What follows belongs to an exercise in optimizing a design on an open flow for small area; a production flow would make more cautious choices. Function was checked by simulation only, so behaviour that the tests miss may differ from the original. Power figures rest on the tool's default switching activity, not on a simulated workload.

--- flow/run.sh ---
#!/bin/bash
# synth_recipe.tcl (not shown) runs the flow's synth.tcl, then flattens the netlist and writes it again
# the make line also repeats each setting of config.mk as NAME=value (left out here)
make -C /OpenROAD-flow-scripts/flow DESIGN_CONFIG=/design/flow/config.mk WORK_HOME=/design/flow/orfs CLKGATE_MAP_FILE= SYNTH_SCRIPT=/design/flow/synth_recipe.tcl finish
--- flow/config.mk ---
export PLATFORM = sky130hd
export DESIGN_NAME = vga_ycbcr
export DESIGN_NICKNAME = vga_ycbcr
export VERILOG_FILES = /design/flow/design.v
export SDC_FILE = /design/flow/constraint.sdc
export NUM_CORES = 4
export LEC_CHECK = 0
export CAP_MARGIN = 20
export CORE_MARGIN = 2
export CORE_UTILIZATION = 40
export SLEW_MARGIN = 20
--- flow/constraint.sdc ---
create_clock -name core_clock -period 10.0 [get_ports {clk}]
set_input_delay 2.0000 -clock core_clock [delete_from_list [all_inputs] [get_ports {clk}]]
set_output_delay 2.0000 -clock core_clock [all_outputs]
set_load 0.01 [all_outputs]
--- flow/design.v ---
`timescale 1ns / 1ps
module vga_ctl
	(
	input			pix_clk,
	input           reset_n,
	input  [23:0]   VGA_RGB,
	output          VGA_CLK,
	output [11:0]   hcount,
	output [11:0]   vcount,
	output [7:0]	VGA_R,
	output [7:0]	VGA_G,
	output [7:0]	VGA_B,
	output			VGA_HS,
	output			VGA_VS,
	output			VGA_DE,
	output          BLK
	);
        parameter H_Total        =    1056; 
        parameter H_Sync        =    128;  
        parameter H_Back        =    88; 
        parameter H_Active        =  800;          
        parameter H_Front        =   40;      
        parameter H_Start        =    216; 
        parameter H_End          =    1016; 
        parameter V_Total       =    628;
        parameter V_Sync        =    4;
        parameter V_Back        =    23;
        parameter V_Active      =    600;
        parameter V_Front       =    1;
        parameter V_Start       =    27; 
        parameter V_End         =    627; 
reg[11:0]	x_cnt;
reg[11:0]	y_cnt;
reg	        hsync_r;
reg	        hs_de;
reg	        vsync_r;
reg	        vs_de;
always @(posedge pix_clk or negedge reset_n)	  
begin
	if(!reset_n)
	  x_cnt	<=	1;
	else if(x_cnt==H_Total)
	  x_cnt	<=	1;
	else
	  x_cnt	<=	x_cnt+1;
end
always @(posedge pix_clk or negedge reset_n)  
begin
	if(!reset_n)
	  hsync_r	<=	1'b1;
	else if(x_cnt==1)
	  hsync_r	<=	1'b0;
	else if(x_cnt==H_Sync)
	  hsync_r	<=	1'b1;
end
always @(posedge pix_clk or negedge reset_n)  
begin
	if(!reset_n)
	  hs_de	<=	1'b0;
	else if(x_cnt==H_Start)
	  hs_de	<=	1'b1;
	else if(x_cnt==H_End)
	  hs_de	<=	1'b0;
end
always @(posedge pix_clk or negedge reset_n)  
begin
	if(!reset_n)
	  y_cnt	<=	1;
	else if(y_cnt==V_Total)
	  y_cnt	<=	1;
	else if(x_cnt==H_Total)
	  y_cnt	<=	y_cnt+1;
end
always @(posedge pix_clk or negedge reset_n)  
begin
	if(!reset_n)
	  vsync_r	<=	1'b1;
	else if(y_cnt==1)
	  vsync_r	<=	1'b0;
	else if(y_cnt==V_Sync)
	  vsync_r	<=	1'b1;
end
always @(posedge pix_clk or negedge reset_n)  
begin
	if(!reset_n)
	  vs_de	<=	1'b0;
	else if(y_cnt==V_Start)
	  vs_de	<=	1'b1;
	else if(y_cnt==V_End)
	  vs_de	<=	1'b0;
end
assign BLK      =   1'b1;
assign VGA_HS	=	hsync_r;
assign VGA_VS	=	vsync_r;
assign VGA_DE	=	hs_de & vs_de;
assign VGA_CLK  =   pix_clk;
assign VGA_R	=	(hs_de & vs_de)? VGA_RGB[23:16]:8'h0; 
assign VGA_G	=	(hs_de & vs_de)? VGA_RGB[15:8]:8'h0;  
assign VGA_B	=	(hs_de & vs_de)? VGA_RGB[7:0]:8'h0;   
assign hcount   =   (hs_de & vs_de)? (x_cnt - H_Start):12'd0;
assign vcount   =   (hs_de & vs_de)? (y_cnt - V_Start):12'd0;
endmodule
`timescale 1ns/1ps
module	rgb_to_ycbcr(
						input								clk,
						input				[7 : 0]		i_r_8b,
						input				[7 : 0]		i_g_8b,
						input				[7 : 0]		i_b_8b,
						input						      i_h_sync,
						input							   i_v_sync,
						input							   i_data_en,
						output			[7 : 0]		o_y_8b,
						output			[7 : 0]		o_cb_8b,
						output			[7 : 0]		o_cr_8b,
						output							o_h_sync,
						output							o_v_sync,                                                                                                  
						output						   o_data_en                                                                                                
						);
parameter	para_0183_10b = 10'd47;     
parameter	para_0614_10b = 10'd157;
parameter	para_0062_10b = 10'd16;
parameter	para_0101_10b = 10'd26;
parameter	para_0338_10b = 10'd86;
parameter	para_0439_10b = 10'd112;
parameter	para_0399_10b = 10'd102;
parameter	para_0040_10b = 10'd10;
parameter	para_16_18b = 18'd4096;
parameter	para_128_18b = 18'd32768;
wire				sign_cb;
wire				sign_cr;
reg[17: 0]	mult_r_for_y_18b;
reg[17: 0]	mult_r_for_cb_18b;
reg[17: 0]	mult_r_for_cr_18b;
reg[17: 0]	mult_g_for_y_18b;
reg[17: 0]	mult_g_for_cb_18b;
reg[17: 0]	mult_g_for_cr_18b;
reg[17: 0]	mult_b_for_y_18b;
reg[17: 0]	mult_b_for_cb_18b;
reg[17: 0]	mult_b_for_cr_18b;
reg[17: 0]	add_y_0_18b;
reg[17: 0]	add_cb_0_18b;
reg[17: 0]	add_cr_0_18b;
reg[17: 0]	add_y_1_18b;
reg[17: 0]	add_cb_1_18b;
reg[17: 0]	add_cr_1_18b;
reg[17: 0] 	result_y_18b;
reg[17: 0]	result_cb_18b;
reg[17: 0]	result_cr_18b;
reg[9:0] y_tmp;
reg[9:0] cb_tmp;
reg[9:0] cr_tmp;
reg					i_h_sync_delay_1;
reg					i_v_sync_delay_1;
reg					i_data_en_delay_1;
reg					i_h_sync_delay_2;
reg					i_v_sync_delay_2;
reg					i_data_en_delay_2;
reg					i_h_sync_delay_3;
reg					i_v_sync_delay_3;
reg					i_data_en_delay_3;
reg					i_h_sync_delay_4;
reg					i_v_sync_delay_4;
reg					i_data_en_delay_4;
always @ (posedge	clk)
begin
	mult_r_for_y_18b <= i_r_8b * para_0183_10b;
	mult_r_for_cb_18b <= i_r_8b * para_0101_10b;
	mult_r_for_cr_18b <= i_r_8b * para_0439_10b;
end
always @ (posedge	clk)
begin
	mult_g_for_y_18b <= i_g_8b * para_0614_10b;
	mult_g_for_cb_18b <= i_g_8b * para_0338_10b;
	mult_g_for_cr_18b <= i_g_8b * para_0399_10b;
end
always @ (posedge	clk)
begin
	mult_b_for_y_18b <= i_b_8b * para_0062_10b;
	mult_b_for_cb_18b <= i_b_8b * para_0439_10b;
	mult_b_for_cr_18b <= i_b_8b * para_0040_10b;
end
always @ (posedge	clk)
begin
	add_y_0_18b <= mult_r_for_y_18b + mult_g_for_y_18b;
	add_y_1_18b <= mult_b_for_y_18b + para_16_18b;
	add_cb_0_18b <= mult_b_for_cb_18b + para_128_18b;
	add_cb_1_18b <= mult_r_for_cb_18b + mult_g_for_cb_18b;
	add_cr_0_18b <= mult_r_for_cr_18b + para_128_18b;
	add_cr_1_18b <= mult_g_for_cr_18b + mult_b_for_cr_18b;
end
assign	sign_cb = (add_cb_0_18b >= add_cb_1_18b);
assign	sign_cr = (add_cr_0_18b >= add_cr_1_18b);
always @ (posedge	clk)
begin
	result_y_18b <= add_y_0_18b + add_y_1_18b;
	result_cb_18b <= sign_cb ? (add_cb_0_18b - add_cb_1_18b) : 18'd0;
	result_cr_18b <= sign_cr ? (add_cr_0_18b - add_cr_1_18b) : 18'd0;
end
always @ (posedge	clk)
begin
	y_tmp <= result_y_18b[17:8] + {9'd0,result_y_18b[7]};
	cb_tmp <= result_cb_18b[17:8] + {9'd0,result_cb_18b[7]};
	cr_tmp <= result_cr_18b[17:8] + {9'd0,result_cr_18b[7]};
end
assign	o_y_8b 	= (y_tmp[9:8] == 2'b00) ? y_tmp[7 : 0] : 8'hFF;
assign	o_cb_8b 	= (cb_tmp[9:8] == 2'b00) ? cb_tmp[7 : 0] : 8'hFF;
assign	o_cr_8b 	= (cr_tmp[9:8] == 2'b00) ? cr_tmp[7 : 0] : 8'hFF;
always @ (posedge	clk)
begin
	i_h_sync_delay_1 <= i_h_sync;
	i_v_sync_delay_1 <= i_v_sync;
	i_data_en_delay_1 <= i_data_en;
	i_h_sync_delay_2 <= i_h_sync_delay_1;
	i_v_sync_delay_2 <= i_v_sync_delay_1;
	i_data_en_delay_2 <= i_data_en_delay_1;
	i_h_sync_delay_3 <= i_h_sync_delay_2;
	i_v_sync_delay_3 <= i_v_sync_delay_2;
	i_data_en_delay_3 <= i_data_en_delay_2;
	i_h_sync_delay_4 <= i_h_sync_delay_3;
	i_v_sync_delay_4 <= i_v_sync_delay_3;
	i_data_en_delay_4 <= i_data_en_delay_3;
end	
assign	o_h_sync = i_h_sync_delay_4;
assign	o_v_sync = i_v_sync_delay_4;
assign 	o_data_en = i_data_en_delay_4;
endmodule 
`timescale 1ns / 1ps
module vga_ycbcr
	(
	input           clk,
	input           reset_n,
	input  [23:0]   i_rgb,
	output [11:0]   o_hcount,
	output [11:0]   o_vcount,
	output [7:0]    o_y,
	output [7:0]    o_cb,
	output [7:0]    o_cr,
	output          o_hs,
	output          o_vs,
	output          o_de
	);
wire [7:0] vga_r;
wire [7:0] vga_g;
wire [7:0] vga_b;
wire       vga_hs;
wire       vga_vs;
wire       vga_de;
wire       vga_clk;
wire       blk;
vga_ctl U_VGA(
	.pix_clk(clk),
	.reset_n(reset_n),
	.VGA_RGB(i_rgb),
	.VGA_CLK(vga_clk),
	.hcount(o_hcount),
	.vcount(o_vcount),
	.VGA_R(vga_r),
	.VGA_G(vga_g),
	.VGA_B(vga_b),
	.VGA_HS(vga_hs),
	.VGA_VS(vga_vs),
	.VGA_DE(vga_de),
	.BLK(blk)
	);
rgb_to_ycbcr U_YCBCR(
	.clk(clk),
	.i_r_8b(vga_r),
	.i_g_8b(vga_g),
	.i_b_8b(vga_b),
	.i_h_sync(vga_hs),
	.i_v_sync(vga_vs),
	.i_data_en(vga_de),
	.o_y_8b(o_y),
	.o_cb_8b(o_cb),
	.o_cr_8b(o_cr),
	.o_h_sync(o_hs),
	.o_v_sync(o_vs),
	.o_data_en(o_de)
	);
endmodule
==> summary.txt <==
-- placed cells by master (no fill, tap or decap), drive strengths merged, types with 15 or more instances in the layout --
cell           instances
a21o                  20
a21oi                 75
and2                  16
and3                  29
clkbuf                44
clkdlybuf4s50         76
dfrtp                 24
dfxtp                247
fa                    63
ha                   238
inv                  186
nand2                 75
nand3                 36
nand4                 15
nor2                 123
nor2b                 15
nor3                  20
o21ai                 53
or3                   32
xnor2                115
xor2                  55
-- area by class of cell --
type	instances	area share, %
Inverter	183	3.76
Timing Repair Buffer	77	4.21
Tap cell	518	3.55
Clock inverter	12	0.809
Sequential cell	275	31.0
Clock buffer	44	4.96
Multi-Input combinational cell	1129	51.7
-- report_power, final --
group / switching, mW / total (mW) / internal (mW) / leakage (nW)
combinational: 0.0106 / 0.0277 / 0.0171 / 6.15
clock: 0.441 / 1.15 / 0.706 / 0.524
sequential: 0.00165 / 1.10 / 1.10 / 2.36
total: 0.453 / 2.28 / 1.82 / 9.03
-- sequential cells by signal (all words and copies together) (netlist names), 12 cells and up --
signal,cells
U_VGA.x_cnt,12
U_VGA.y_cnt,12
U_YCBCR.add_cb_1_18b,14
U_YCBCR.add_cr_1_18b,15
U_YCBCR.add_y_0_18b,14
U_YCBCR.mult_g_for_cb_18b,13
U_YCBCR.mult_g_for_y_18b,16
-- worst max-delay path by stage --
stage | slack (ns) | startpoint | cells past startpoint | endpoint
2_1_floorplan | 4.42 | i_rgb[10] | 16 | U_YCBCR.mult_g_for_y_18b[14]$_DFF_P_
3_3_place_gp | 3.71 | i_rgb[10] | 16 | U_YCBCR.mult_g_for_y_18b[14]$_DFF_P_
3_5_place_dp | 3.63 | i_rgb[13] | 13 | U_YCBCR.mult_g_for_y_18b[14]$_DFF_P_
4_1_cts | 3.77 | U_VGA.vs_de$_DFFE_PN0P_ | 15 | U_YCBCR.mult_g_for_y_18b[14]$_DFF_P_
5_1_grt | 3.37 | U_VGA.hs_de$_DFFE_PN0P_ | 16 | U_YCBCR.mult_g_for_y_18b[14]$_DFF_P_
6_report | 3.81 | U_VGA.vs_de$_DFFE_PN0P_ | 15 | U_YCBCR.mult_g_for_y_18b[14]$_DFF_P_
-- logic make-up (layout without fill, tap and decap cells) --
group / Yosys count / in the layout
AO/OA/AOI/OAI: 244 / 244
XOR/XNOR: 170 / 170
adder cells (fa/ha/maj): 301 / 301
buffers and inverters: 208 / 316
flip-flops: 275 / 275
multiplexers: 3 / 3
other: 1 / 4
AND/OR/NAND/NOR: 407 / 407
-- critical path: cells and delay by family, from the launching register on --
kind | cells | cell delay [ns]
AOI/OAI and AO/OA | 4 | 0.97
adders and majority gates | 5 | 2.15
buffers and inverters | 4 | 1.11
DFF | 1 | 0.83
and+or+nand+nor | 2 | 0.92
-- per-layer routing --
metal | vias to the layer above | share of wire (%) | wire length (µm)
met5 | - | 0 | 0
met2 | 136 | 49 | 15800
met3 | 35 | 3.1 | 1020
met1 | 5125 | 46 | 15100
met4 | 0 | 1.8 | 600
li1 | 5617 | - | -
==> metrics list <==
* Status: finished clean
- Across the routed clock network, the largest skew measured is 0.0421 ns.
* Cell variety after synth: 79
- Summing every instance area after synthesis gives 0.0159 mm².
- Number of global-route vias before repair: 11100
- The synthesized netlist devotes 10.2% of its cell area to compound gates.
* Pleak: 9.03 nW
- Hold Path Class: register to register
* Final setup slack of the worst path: 3.81 ns
* List of most frequent post-synthesis cells: 247 x sky130_fd_sc_hd__dfxtp_1, 238 x sky130_fd_sc_hd__ha_1, 183 x sky130_fd_sc_hd__inv_1
* Drt total wl: 32600 µm
- Area of the core: 0.0389 mm²
- Along the worst path, the maximum fanout reaches 26.
- Total inserted antenna cells: 0
- DIE AREA: 0.0413 mm²
- Met3 demand-to-capacity share in global routing: 2.14%
- The longest clock path from root to sink contains 3 buffers.
- Headroom to the max-slew limit came out at 44.5%.
* Post-DP Area: 0.0172 mm²
- In this run the most used layer during global routing was met2.
- The multi-input combinational cells in the finished layout cover a total of 0.00944 mm².
* Clock tree from TritonCTS: yes
* Post-CTS clock slew at the launch and capture registers of the worst setup and hold paths: 0.07 ns
- Ranking of synthesized cells by area: sky130_fd_sc_hd__dfxtp_1 31%, sky130_fd_sc_hd__ha_1 19%, sky130_fd_sc_hd__fa_1 7.9%, sky130_fd_sc_hd__xnor2_1 6.3%, sky130_fd_sc_hd__inv_1 4.3%
- Max Freq: 0.162 GHz
- Setup TNS: 0 ns
* Via count: 10900
- First-pass GRT wire length: 54000 µm
- Element type at the critical path end: register
- Routed wire length per instance: 14.6 µm
- The tool flagged a number of max-cap violations equal to 0.
* Total overflow reported by the global router: 0
- First-iteration detailed-routing DRC count: 337
- Final-layout fill cell count: 3712
- The cell that appears most often on the critical path is sky130_fd_sc_hd__inv_1.
- Relative to the synthesized area, the layout overhead comes to 15.0%.
* Initial Utilization: 40.8%
- Final-layout worst hold slack: 0.325 ns
- Start-to-end type of the worst setup path: register to register
* Initial antenna violation count: 0
- Multiplexer share of the synthesized area: 0.189%
- Sequential elements use 35.6% of the synthesized area.
- After clock tree synthesis, the setup repair step added 0 buffers.
- The clock period could shrink to 6.19 ns.
* Dpl ws: 3.63 ns
* Final cell count without fillers: 2238
- A synthesized cell averages 9.86 µm².
- Pin count of the biggest net entering global routing: 29
* Power per Cell Area: 125 mW/mm²
- In the synthesized netlist the async set-or-reset flop fraction comes to 10.2%.
- Max rail drop VDD: 0.0999 mV
* Most common cell in the netlist: sky130_fd_sc_hd__dfxtp_1
* Number of pins with negative max-slew slack in the final report: 0
- The worst register-to-register path ends at U_YCBCR.mult_g_for_y_18b[14]$_DFF_P_.
- Number of synthesized flops with an enable pin: 0
- The sequential cells in the finished layout cover a total of 0.00565 mm².
* Placer congestion estimate: 0.875
* Crit start category: register
- Post-synthesis sequential element count: 275
- R2R setup slack: 3.81 ns
- The number of endpoints with negative hold slack in the final report was 0.
- Overall power of the completed layout: 2.28 mW
- Final non-filler cell area: 0.0183 mm²
* Via density per instance: 4.88
* Critical-path top delay cell: sky130_fd_sc_hd__dfrtp_1
* Largest family of logic cells by synthesized area: adder cells
- Cells with a size suffix above 1 make up 5.00% of the layout.
- CP required: 10.39 ns
- Gates resized during post-CTS repair numbered 0.
* Gate count of the mapped netlist: 1609
* Detail Placement HPWL: 26500 µm
- Met2 GRT Util: 29.1%
- Most used flip-flop cell after synthesis: sky130_fd_sc_hd__dfxtp_1
* Antenna-violating nets left: 0
- Global routing used 16.2% of the available tracks.
- At the pin with the least slew margin, the transition time is 0.831 ns.
- After the last flow step, the layout net total stands at 2024.
- Area share of the largest cell type after synthesis: 31.2%
- CTS root buffer: sky130_fd_sc_hd__clkbuf_16
- The path with the worst hold slack has its endpoint at U_YCBCR.add_y_1_18b[6]$_DFF_P_.
- In this run, placement finished with an instance count of 2182.
- The largest total area in the synthesized netlist belongs to sky130_fd_sc_hd__dfxtp_1.
- Post-synthesis xor/xnor area fraction: 9.38%
* Cell chain of the critical path: nand2_1, inv_1, nand2_1, inv_1, fa_1, ha_1, inv_1, fa_1, fa_1, inv_1, ha_1, o21ai_0, a21oi_1, o41ai_1, o311ai_0
* Number of instances on the worst hold path: 0
* Die boundary height: 203 µm
* Clock latency at the later pin of the worst-skew pair: 0.57 ns
* Number of buffers inserted by hold repair at cts: 0
* Worst reg2reg startpoint: U_VGA.vs_de$_DFFE_PN0P_
- Setup repair after global routing left no endpoint under its margin.
- Boundary Pins: 77
- Setup violations remaining at the end of the flow were counted as 0.
* Worst reg2reg path depth: 15
* Total of buffers placed on input and output ports: 76
- For this run, the slowest stage of the critical path takes 0.83 ns.
* DRC violations left: 0
- Measured on the finished design, the core utilization comes to 46.9%.
* CP arrival: 6.57 ns
* Placement Rows: 72
- First-pass DRT Iterations: 5
* Met1 Usage GRT: 20.4%
- Number of buffers created by CTS: 31
* Number of warnings reported in the yosys synthesis log: 2
- From left edge to right edge, the die measures 203 µm.
- The synthesized netlist devotes 12.9% of its cell area to simple gates.
- H-tree depth: 1
* Number of clock sinks: 275
- Start point of the worst min-delay path: U_YCBCR.mult_b_for_y_18b[6]$_DFF_P_
* Period Utilization, post-route: 61.9%
- The synthesized netlist devotes 26.7% of its cell area to adder and majority cells.

what the ideal ports hide:
The flow's constraints put no driver on any port. The routed layout listed below was extracted and timed again, unchanged, in two steps. Step 1, drivers: a clkbuf_16 drives clk and a buf_2 each remaining input, both assumed. Step 2, shift: input delay + t, output delay - t, t = (earliest + latest rising clock arrival at the registers) / 2. This alone moves slack from input paths to output paths. Slacks: ideal / step 1 / step 2; pairs: ideal / step 1.
shift t [ns]: 0.603
setup slack, ns: 3.812 / 3.812 / 3.636
hold WS [ns]: 0.325 / 0.325 / 0.325
worst setup path after step 2: input to register
After both steps this run still meets setup and hold. The setup slack of this run moves by 0.000 ns with the drivers and by -0.176 ns with both steps.
